Source: an optimization exercise on an open RTL-to-GDS flow (aim: small area). Production flows keep margins and buffers that such runs may drop. Function was checked by simulation only, so behaviour that the tests miss may differ from the original. Power and IR drop assume default switching activity.

### run.sh
#!/bin/bash
# synth_recipe.tcl (not shown) runs the flow's synth.tcl, then flattens the netlist and writes it again
# the make line also repeats each setting of config.mk as NAME=value (left out here)
make -C /OpenROAD-flow-scripts/flow DESIGN_CONFIG=/design/flow/config.mk WORK_HOME=/design/flow/orfs CLKGATE_MAP_FILE= SYNTH_SCRIPT=/design/flow/synth_recipe.tcl finish
### config.mk
export PLATFORM = sky130hd
export DESIGN_NAME = top_digital_clock
export DESIGN_NICKNAME = top_digital_clock
export VERILOG_FILES = /design/flow/design.v
export SDC_FILE = /design/flow/constraint.sdc
export NUM_CORES = 4
export LEC_CHECK = 0
export CAP_MARGIN = 20
export CORE_MARGIN = 2
export CORE_UTILIZATION = 40
export SLEW_MARGIN = 20
### constraint.sdc
create_clock -name core_clock -period 10.0 [get_ports {clk_50mhz}]
set_input_delay 2.0000 -clock core_clock [delete_from_list [all_inputs] [get_ports {clk_50mhz}]]
set_output_delay 2.0000 -clock core_clock [all_outputs]
set_load 0.01 [all_outputs]
### design.v
module bcd_to_7seg (
    input  logic [3:0] bcd_in,
    output logic [6:0] seg_out  
);
    always_comb begin
        case (bcd_in)
            4'h0:    seg_out = 7'b1000000;  
            4'h1:    seg_out = 7'b1111001;  
            4'h2:    seg_out = 7'b0100100;  
            4'h3:    seg_out = 7'b0110000;  
            4'h4:    seg_out = 7'b0011001;  
            4'h5:    seg_out = 7'b0010010;  
            4'h6:    seg_out = 7'b0000010;  
            4'h7:    seg_out = 7'b1111000;  
            4'h8:    seg_out = 7'b0000000;  
            4'h9:    seg_out = 7'b0010000;  
            default: seg_out = 7'b1111111;  
        endcase
    end
endmodule
module clock_counter (
    input  logic clk,
    input  logic rst_n,
    input  logic clk_1hz_tick,  
    input  logic set_en,        
    input  logic set_load,      
    input  logic [7:0] set_hh,  
    input  logic [7:0] set_mm,
    input  logic [7:0] set_ss,
    output logic [7:0] hh,
    output logic [7:0] mm,
    output logic [7:0] ss
);
    logic [7:0] r_hh, r_mm, r_ss;
    assign hh = r_hh;
    assign mm = r_mm;
    assign ss = r_ss;
    always_ff @(posedge clk or negedge rst_n) begin
        if (!rst_n) begin
            r_hh <= 8'h12;
            r_mm <= 8'h00;
            r_ss <= 8'h00;
        end 
        else if (set_load) begin
            r_hh <= set_hh;
            r_mm <= set_mm;
            r_ss <= set_ss;
        end 
        else if (clk_1hz_tick && !set_en) begin
            if (r_ss == 8'h59) begin
                r_ss <= 8'h00;
                if (r_mm == 8'h59) begin
                    r_mm <= 8'h00;
                    if (r_hh == 8'h23) begin
                        r_hh <= 8'h00;
                    end else if (r_hh[3:0] == 9) begin
                        r_hh <= {r_hh[7:4] + 1, 4'h0};  
                    end else begin
                        r_hh <= r_hh + 1;  
                    end
                end else if (r_mm[3:0] == 9) begin
                    r_mm <= {r_mm[7:4] + 1, 4'h0};  
                end else begin
                    r_mm <= r_mm + 1;  
                end
            end else if (r_ss[3:0] == 9) begin
                r_ss <= {r_ss[7:4] + 1, 4'h0};  
            end else begin
                r_ss <= r_ss + 1;  
            end
        end
    end
endmodule
module clk_divider #(
    parameter CLK_FREQ = 50_000_000  
) (
    input  logic clk,
    input  logic rst_n,
    output logic clk_1hz_tick,  
    output logic blink_toggle   
);
    localparam CNT_1HZ_MAX = CLK_FREQ - 1;
    localparam CNT_2HZ_MAX = (CLK_FREQ / 2) - 1;
    logic [$clog2(CLK_FREQ):0] cnt_1hz;
    logic [$clog2(CLK_FREQ):0] cnt_2hz;
    logic r_blink_toggle;
    assign clk_1hz_tick = (cnt_1hz == CNT_1HZ_MAX);
    assign blink_toggle = r_blink_toggle;
    always_ff @(posedge clk or negedge rst_n) begin
        if (!rst_n) begin
            cnt_1hz <= 0;
            cnt_2hz <= 0;
            r_blink_toggle <= 1'b0;
        end else begin
            if (cnt_1hz == CNT_1HZ_MAX) begin
                cnt_1hz <= 0;
            end else begin
                cnt_1hz <= cnt_1hz + 1;
            end
            if (cnt_2hz == CNT_2HZ_MAX) begin
                cnt_2hz <= 0;
                r_blink_toggle <= ~r_blink_toggle;
            end else begin
                cnt_2hz <= cnt_2hz + 1;
            end
        end
    end
endmodule
module debouncer (
    input       clk,
    input       rst_n,
    input       btn_in,
    output reg  btn_out,
    output      btn_pulse
);
    parameter N = 10 ;            
    parameter FREQ = 32768;       
    parameter MAX_TIME = 20;      
    localparam TIMER_MAX_VAL =   MAX_TIME * FREQ / 1000;  
    wire button_diff;
    reg Q1, Q2;
    always @(posedge clk or negedge rst_n) begin
        if (!rst_n) begin
            Q1 <= 1'b1;
            Q2 <= 1'b1;
        end else begin
            Q1 <= btn_in;
            Q2 <= Q1;
        end
    end
    assign button_diff = Q1 ^ Q2;
    reg [N-1:0] cnt;
    always @(posedge clk or negedge rst_n) begin
        if (!rst_n) begin
            cnt <= 0;
        end else if (button_diff == 1) begin
            cnt <= 0;
        end else if (cnt == TIMER_MAX_VAL) begin
            cnt <= cnt;
        end else begin
            cnt <= cnt + 1;
        end
    end
    reg btn_out_temp1, btn_out_temp2;
    always @(posedge clk or negedge rst_n) begin
        if (!rst_n) begin
            btn_out <= 1'b1;
            btn_out_temp1 <= 1'b1;
            btn_out_temp2 <= 1'b1;
        end else if (cnt == TIMER_MAX_VAL) begin
            btn_out <= Q2;
            btn_out_temp1 <= Q2;
            btn_out_temp2 <= btn_out_temp1;
        end
    end
    assign btn_pulse = (btn_out_temp1 == 1'b1) && (btn_out_temp2 == 1'b0);
endmodule
module display_mux (
    input  logic clk,
    input  logic rst_n,
    input  logic [7:0] hh,         
    input  logic [7:0] mm,         
    input  logic [7:0] ss,         
    input  logic       blink_en,   
    input  logic [1:0] blink_sel,  
    output logic [7:0] seg_out,    
    output logic [7:0] an_out      
);
    logic [8:0]  mux_cnt;  
    logic [2:0]  sel;  
    always_ff @(posedge clk or negedge rst_n) begin
        if (!rst_n) mux_cnt <= '0;
        else        mux_cnt <= mux_cnt + 1;
    end
    assign sel = mux_cnt[8:6];  
    logic [3:0] digit_data;
    logic       dp;
    logic [6:0] seg_data;
    logic       digit_off;
    always_comb begin
        dp = 1'b1;  
        case (sel)
            3'h0:    begin 
                digit_data = ss[3:0];   
                an_out = 8'b00000001;
            end
            3'h1:    begin
                digit_data = ss[7:4];   
                an_out = 8'b00000010;
            end
            3'h2:    begin
                {dp, digit_data} = {1'b0, mm[3:0]};  
                an_out = 8'b00000100;
            end
            3'h3:    begin
                digit_data = mm[7:4];   
                an_out = 8'b00001000;
            end
            3'h4:    begin
                {dp, digit_data} = {1'b0, hh[3:0]};  
                an_out = 8'b00010000;
            end
            3'h5:    begin
                digit_data = hh[7:4];   
                an_out = 8'b00100000;
            end
            default: begin
                digit_data = 4'h0;      
                an_out = 8'b00000000;       
            end
        endcase
    end
    bcd_to_7seg u_decoder (
        .bcd_in (digit_data),
        .seg_out(seg_data)
    );
    always_comb begin
        digit_off = 1'b0;
        if (blink_en) begin  
            case (blink_sel)
                2'b00: if (sel == 3'h4 || sel == 3'h5) digit_off = 1'b1;  
                2'b01: if (sel == 3'h2 || sel == 3'h3) digit_off = 1'b1;  
                2'b10: if (sel == 3'h0 || sel == 3'h1) digit_off = 1'b1;  
                default: digit_off = 1'b0;
            endcase
        end
    end
    assign seg_out =  digit_off ? 8'b11111111 : {dp, seg_data};
endmodule
module time_setter (
    input  logic clk,
    input  logic rst_n,
    input  logic set_p,      
    input  logic sel_p,      
    input  logic inc_p,      
    input  logic [7:0] cur_hh,   
    input  logic [7:0] cur_mm,
    input  logic [7:0] cur_ss,
    output logic       set_en,      
    output logic       set_load,    
    output logic [7:0] set_hh,      
    output logic [7:0] set_mm,
    output logic [7:0] set_ss,
    output logic [1:0] blink_sel    
);
    typedef enum logic [1:0] {
        STATE_RUN,
        STATE_SET_HH,
        STATE_SET_MM,
        STATE_SET_SS
    } state_t;
    state_t state, next_state;
    logic [7:0] r_set_hh, r_set_mm, r_set_ss;
    function automatic [7:0] bcd_inc_59(input [7:0] val);
        if (val == 8'h59) bcd_inc_59 = 8'h00;
        else if (val[3:0] == 9) bcd_inc_59 = {val[7:4] + 1, 4'h0};
        else bcd_inc_59 = val + 1;
    endfunction
    function automatic [7:0] bcd_inc_23(input [7:0] val);
        if (val == 8'h23) bcd_inc_23 = 8'h00;
        else if (val[3:0] == 9) bcd_inc_23 = {val[7:4] + 1, 4'h0};
        else bcd_inc_23 = val + 1;
    endfunction
    always_ff @(posedge clk or negedge rst_n) begin
        if (!rst_n) begin
            state <= STATE_RUN;
        end else begin
            state <= next_state;
        end
    end
    always_comb begin
        next_state = state;
        set_load   = 1'b0;
        case (state)
            STATE_RUN:
                if (set_p) next_state = STATE_SET_HH;
            STATE_SET_HH:
                if (set_p)begin
                    next_state = STATE_RUN; 
                    set_load = 1'b1; 
                end 
                else if (sel_p) next_state = STATE_SET_MM;
            STATE_SET_MM:
                if (set_p) begin
                    next_state = STATE_RUN; 
                    set_load = 1'b1; 
                end
                else if (sel_p) next_state = STATE_SET_SS;
            STATE_SET_SS:
                if (set_p) begin
                    next_state = STATE_RUN; 
                    set_load = 1'b1; 
                end
                else if (sel_p) next_state = STATE_SET_HH;
            default:
                next_state = STATE_RUN;
        endcase
    end
    always_ff @(posedge clk or negedge rst_n) begin
        if (!rst_n) begin
            r_set_hh <= 8'h12;
            r_set_mm <= 8'h00;
            r_set_ss <= 8'h00;
        end else begin
            if (state == STATE_RUN && next_state == STATE_SET_HH) begin
                r_set_hh <= cur_hh;
                r_set_mm <= cur_mm;
                r_set_ss <= cur_ss;
            end 
            else if (state == STATE_SET_HH && inc_p) begin
                r_set_hh <= bcd_inc_23(r_set_hh);
            end
            else if (state == STATE_SET_MM && inc_p) begin
                r_set_mm <= bcd_inc_59(r_set_mm);
            end
            else if (state == STATE_SET_SS && inc_p) begin
                r_set_ss <= bcd_inc_59(r_set_ss);
            end
        end
    end
    assign set_hh = r_set_hh;
    assign set_mm = r_set_mm;
    assign set_ss = r_set_ss;
    assign set_en = (state != STATE_RUN);
    always_comb begin
        case(state)
            STATE_SET_HH: blink_sel = 2'b00;  
            STATE_SET_MM: blink_sel = 2'b01;  
            STATE_SET_SS: blink_sel = 2'b10;  
            default:      blink_sel = 2'b11;  
        endcase
    end
endmodule
module top_digital_clock (
    input  logic clk_50mhz,
    input  logic rst_n,
    input  logic btn_set_n,
    input  logic btn_sel_n,
    input  logic btn_inc_n,
    output logic [7:0] seg_out,  
    output logic [7:0] an_out    
);
    localparam CLK_FREQ = 32768;  
    logic clk_1hz_tick;
    logic blink_toggle;
    logic set_p, sel_p, inc_p;  
    logic [7:0] cur_hh, cur_mm, cur_ss;  
    logic [7:0] set_hh, set_mm, set_ss;  
    logic       set_en;      
    logic       set_load;    
    logic [1:0] blink_sel;   
    clk_divider #(
        .CLK_FREQ(CLK_FREQ)
    ) u_clk_div (
        .clk          (clk_50mhz),
        .rst_n        (rst_n),
        .clk_1hz_tick (clk_1hz_tick),
        .blink_toggle (blink_toggle)
    );
    debouncer u_db_set (
        .clk      (clk_50mhz),
        .rst_n    (rst_n),
        .btn_in   (~btn_set_n),  
        .btn_out  (),
        .btn_pulse(set_p)
    );
    debouncer u_db_sel (
        .clk      (clk_50mhz),
        .rst_n    (rst_n),
        .btn_in   (~btn_sel_n),
        .btn_out  (),
        .btn_pulse(sel_p)
    );
    debouncer u_db_inc (
        .clk      (clk_50mhz),
        .rst_n    (rst_n),
        .btn_in   (~btn_inc_n),
        .btn_out  (),
        .btn_pulse(inc_p)
    );
    clock_counter u_counter (
        .clk          (clk_50mhz),
        .rst_n        (rst_n),
        .clk_1hz_tick (clk_1hz_tick),
        .set_en       (set_en),
        .set_load     (set_load),
        .set_hh       (set_hh),
        .set_mm       (set_mm),
        .set_ss       (set_ss),
        .hh           (cur_hh),
        .mm           (cur_mm),
        .ss           (cur_ss)
    );
    time_setter u_setter (
        .clk      (clk_50mhz),
        .rst_n    (rst_n),
        .set_p    (set_p),
        .sel_p    (sel_p),
        .inc_p    (inc_p),
        .cur_hh   (cur_hh),
        .cur_mm   (cur_mm),
        .cur_ss   (cur_ss),
        .set_en   (set_en),
        .set_load (set_load),
        .set_hh   (set_hh),
        .set_mm   (set_mm),
        .set_ss   (set_ss),
        .blink_sel(blink_sel)
    );
    display_mux u_disp (
        .clk       (clk_50mhz),
        .rst_n     (rst_n),
        .hh        (set_en ? set_hh : cur_hh),
        .mm        (set_en ? set_mm : cur_mm),
        .ss        (set_en ? set_ss : cur_ss),
        .blink_en  (blink_toggle),
        .blink_sel (blink_sel),
        .seg_out   (seg_out),
        .an_out    (an_out)
    );
endmodule
==> flow_summary.yaml <==
clock_network:
  clk-insertion-delay-late_ns: 0.42
  h-tree-depth: 4
  cts_setup_buffers: 0
  cts_resized: 0
  clockRootBuffer: "clkbuf_16"
  cts_hold_buf: 0
  cts_buffers: 17
  clockBufferDepth: 2
  cts_tree: "done"
  cts_sinks: 134
  clk_pin_slew_ns: 0.06
worst_setup_path:
  cp_top_family: "buffers and inverters"
  timing_worst_setup_path_type: "flip-flop to output port"
  crit_slowest_cell: "nor2_4"
  worstPathMaxFanout: 19
  cp-start-kind: "flip-flop"
  r2r-start: "u_setter.state[1]"
  crit_chain: "nor2_4 -> mux4_2 -> a211o_1 -> inv_1 -> ha_1 -> inv_1 -> o21ba_2 -> o21ai_0 -> clkdlybuf4s50_1"
  r2r_cells: 6
  crit_top_cell: "inv_1"
  r2r_slack_ns: 7.28
  worstPathArrival_ns: 3.69
  reg2reg_to: "u_setter.r_set_ss[6]"
  critPathRequiredTime_ns: 8.00
  end_kind: "output port"
  slowest_delay_ns: 0.58
  critical_path_buf_inv_count: 3
sta:
  max_freq_mhz: 176
  worst_slew_pin_slew_ns: 0.983
  setup_violations: 0
  period_needed_ns: 5.69
  drv_slew: 0
  final.period_utilization: 0.569
  tns_ns: 0
  setup_ws_ns: 4.31
  hold_violations: 0
  rsz0062_at_grt: "false"
  fin_worst_skew_ns: 0.00740
  relSlewSlack: 0.343
logic_synthesis:
  synth.area.top_cells: "dfrtp_1 (38%), ha_1 (5.6%), dfstp_2 (5.3%), nor2_1 (4.3%), xor2_1 (4.2%)"
  ys_seq_area_frac: 0.428
  synthCells: 843
  synth_warnings: 6
  async_flop_share: 1.00
  synth_edf_count: 0
  synth_top_area_frac: 0.375
  synth_area_mm2: 0.00787
  avgSynthCellArea_um2: 9.34
  synth_seq_cells: 134
  synth_ff_type: "dfrtp_1"
  synth_area_leader_cell: "dfrtp_1"
  synth.distinct_cells: 75
min_path:
  worstHoldPathCells: 0
  hp-start: "u_db_set.Q1"
  worstHoldPathType: "flip-flop to flip-flop"
  hold_end: "u_db_set.Q2"
layout:
  area_growth_pct: 12.2
  final_nets: 894
  drive_gt1_frac: 0.0969
  final_cells: 1132
  final_common_cell: "dfrtp_1"
  most-common-layout-cells: "dfrtp_1 (118), nor2_1 (89), nand2_1 (63)"
  fin_util: 0.455
  antenna_cells: 0
detailed_routing:
  viasPerCell: 5.41
  ant_nets: 0
  wl_per_cell_um: 15.2
  drtIter0Drc: 478
  vias: 6119
  drc: 0
  drtPass1Iterations: 5
  routed_wl_um: 17300
global_route:
  grt_pass1_wl_um: 29600
  grtUsageTotal: 0.179
  grt-ovfl-total: 0
  grt_pass1_vias: 5813
  antenna_found_initial: 0
  grt_start_max_net_pins: 76
place:
  dp.cells: 1100
  pre_cts_ws_ns: 4.74
  dp.final_hpwl_um: 11900
  place_congestion: 0.843
  port_buffers: 18
die:
  die_area_mm2: 0.0208
  die_w_um: 144
  die_h_um: 144
  fp-row-count: 51
  start_util: 0.406
  ioPinCount: 21
  coreArea_mm2: 0.0194
flow_run:
  drv_cap: 0
power:
  p_leak_nw: 3.86
  ir_drop_mv: 0.0980
  power_density_mw_per_mm2: 134
run_status:
  outcome: "timing/DRC/antenna clean"
## cell usage after synthesis, types with 3 or more instances
master     count
dfrtp_1      118
nor2_1        91
nand2_1       63
o21ai_0       54
nand3_1       50
a21oi_1       49
xor2_1        38
ha_1          35
inv_1         33
mux2i_1       31
xnor2_1       21
and3_1        20
nor3_1        19
clkbuf_1      16
dfstp_2       16
nor2b_1       15
o22ai_1       14
mux2_2        11
a31oi_1        9
nand4_1        9
or3_1          8
nand2b_1       7
nand3b_1       7
and4_1         6
buf_2          6
nor3b_1        6
or2_2          5
a211o_1        4
o211ai_1       4
o21ai_1        4
o31ai_1        4
a22oi_1        3
a2bb2oi_1      3
buf_1          3
buf_6          3
o2bb2ai_1      3
o311ai_0       3
or4_1          3
## sequential cells by signal (all words and copies together), names as in the netlist, 2 cells and up
signal             cells
u_disp.mux_cnt         9
u_setter.r_set_mm      8
u_db_sel.cnt          10
u_clk_div.cnt_2hz     16
u_setter.r_set_hh      8
u_db_inc.cnt          10
u_counter.r_mm         8
u_clk_div.cnt_1hz     16
u_setter.r_set_ss      8
u_counter.r_hh         8
u_db_set.cnt          10
u_setter.state         2
u_counter.r_ss         8
## where the power goes
group,total [mW],internal [mW],switching (mW)
Sequential,0.557,0.551,0.00670
Combinational,0.0291,0.00859,0.0205
Clock,0.599,0.349,0.250
## kinds of logic after synthesis
| logic type | count (synthesis) | share of synthesized area |
|---|---|---|
| simple gates | 332 | 0.219 |
| compound gates | 174 | 0.133 |
| flops | 134 | 0.428 |
| buf+inv | 63 | 0.0348 |
| xor+xnor | 59 | 0.0656 |
| mux | 45 | 0.0628 |
| fa+ha+maj | 35 | 0.0556 |
| other cells | 1 | 0.000476 |
## cell type report
type,instances,area (µm²)
Timing Repair Buffer,21,204
Inverter,33,124
Sequential cell,134,3370
Tap cell,265,332
Clock buffer,18,439
Clock inverter,14,126
Multi-Input combinational cell,647,4240
Fill cell,1918,10600
## per-stage QoR
| step | power, mW | hold slack (ns) | area, µm² |
|---|---|---|---|
| 6_report | 1.19 | 0.367 | 8830 |
| 5_1_grt | 1.23 | 0.368 | 8830 |
| 4_1_cts | 1.20 | 0.364 | 8830 |
| 3_5_place_dp | 0.597 | 0.366 | 8270 |
| 3_3_place_gp | 0.597 | 0.363 | 8270 |
| 2_1_floorplan | 0.580 | 0.360 | 7880 |
## worst max path at each step
stage | startpoint | cells after the start | end
6_report | u_setter.state[1] | 9 | seg_out[2]
5_1_grt | u_setter.state[1] | 9 | seg_out[1]
4_1_cts | u_setter.state[1] | 9 | seg_out[2]
3_5_place_dp | u_setter.state[1] | 9 | seg_out[2]
3_3_place_gp | u_setter.state[1] | 9 | seg_out[2]
2_1_floorplan | u_setter.state[1] | 11 | seg_out[2]
## layer usage
metal  part of all wire  vias to the layer above  global-route usage  wire length (µm)
met2               0.46                      101               0.280              7930
met5                  0                        -                   0                 0
met4             0.0097                        0              0.0399               167
met3              0.042                       15              0.0414               733
met1               0.49                     2977               0.254              8420
li1                   -                     3026                   -                 -

## re-timing with driven ports
In the flow no input, the clock included, has a driving cell. The finished layout below was timed again as built, in two steps.
Step 1 assumes that a clkbuf_16 drives the clock port and a buf_2 every other input.
Step 2 adds t to the input delays and takes it off the output delays; t is the mean of the earliest and latest rising clock arrival at the registers after step 1. Input paths then give back, and output paths get back, about the clock's delay inside the block.
Three values: ideal, step 1, step 2; two values: the first two.
t (ns): 0.466
slack for setup (ns): 4.307 / 4.262 / 4.728
worst setup path at the end: register to output
worst data-port slew with drivers (ns): 0.04
After both steps this run still meets setup and hold. The setup slack of this run moves by -0.045 ns with the drivers and by +0.421 ns with both steps.
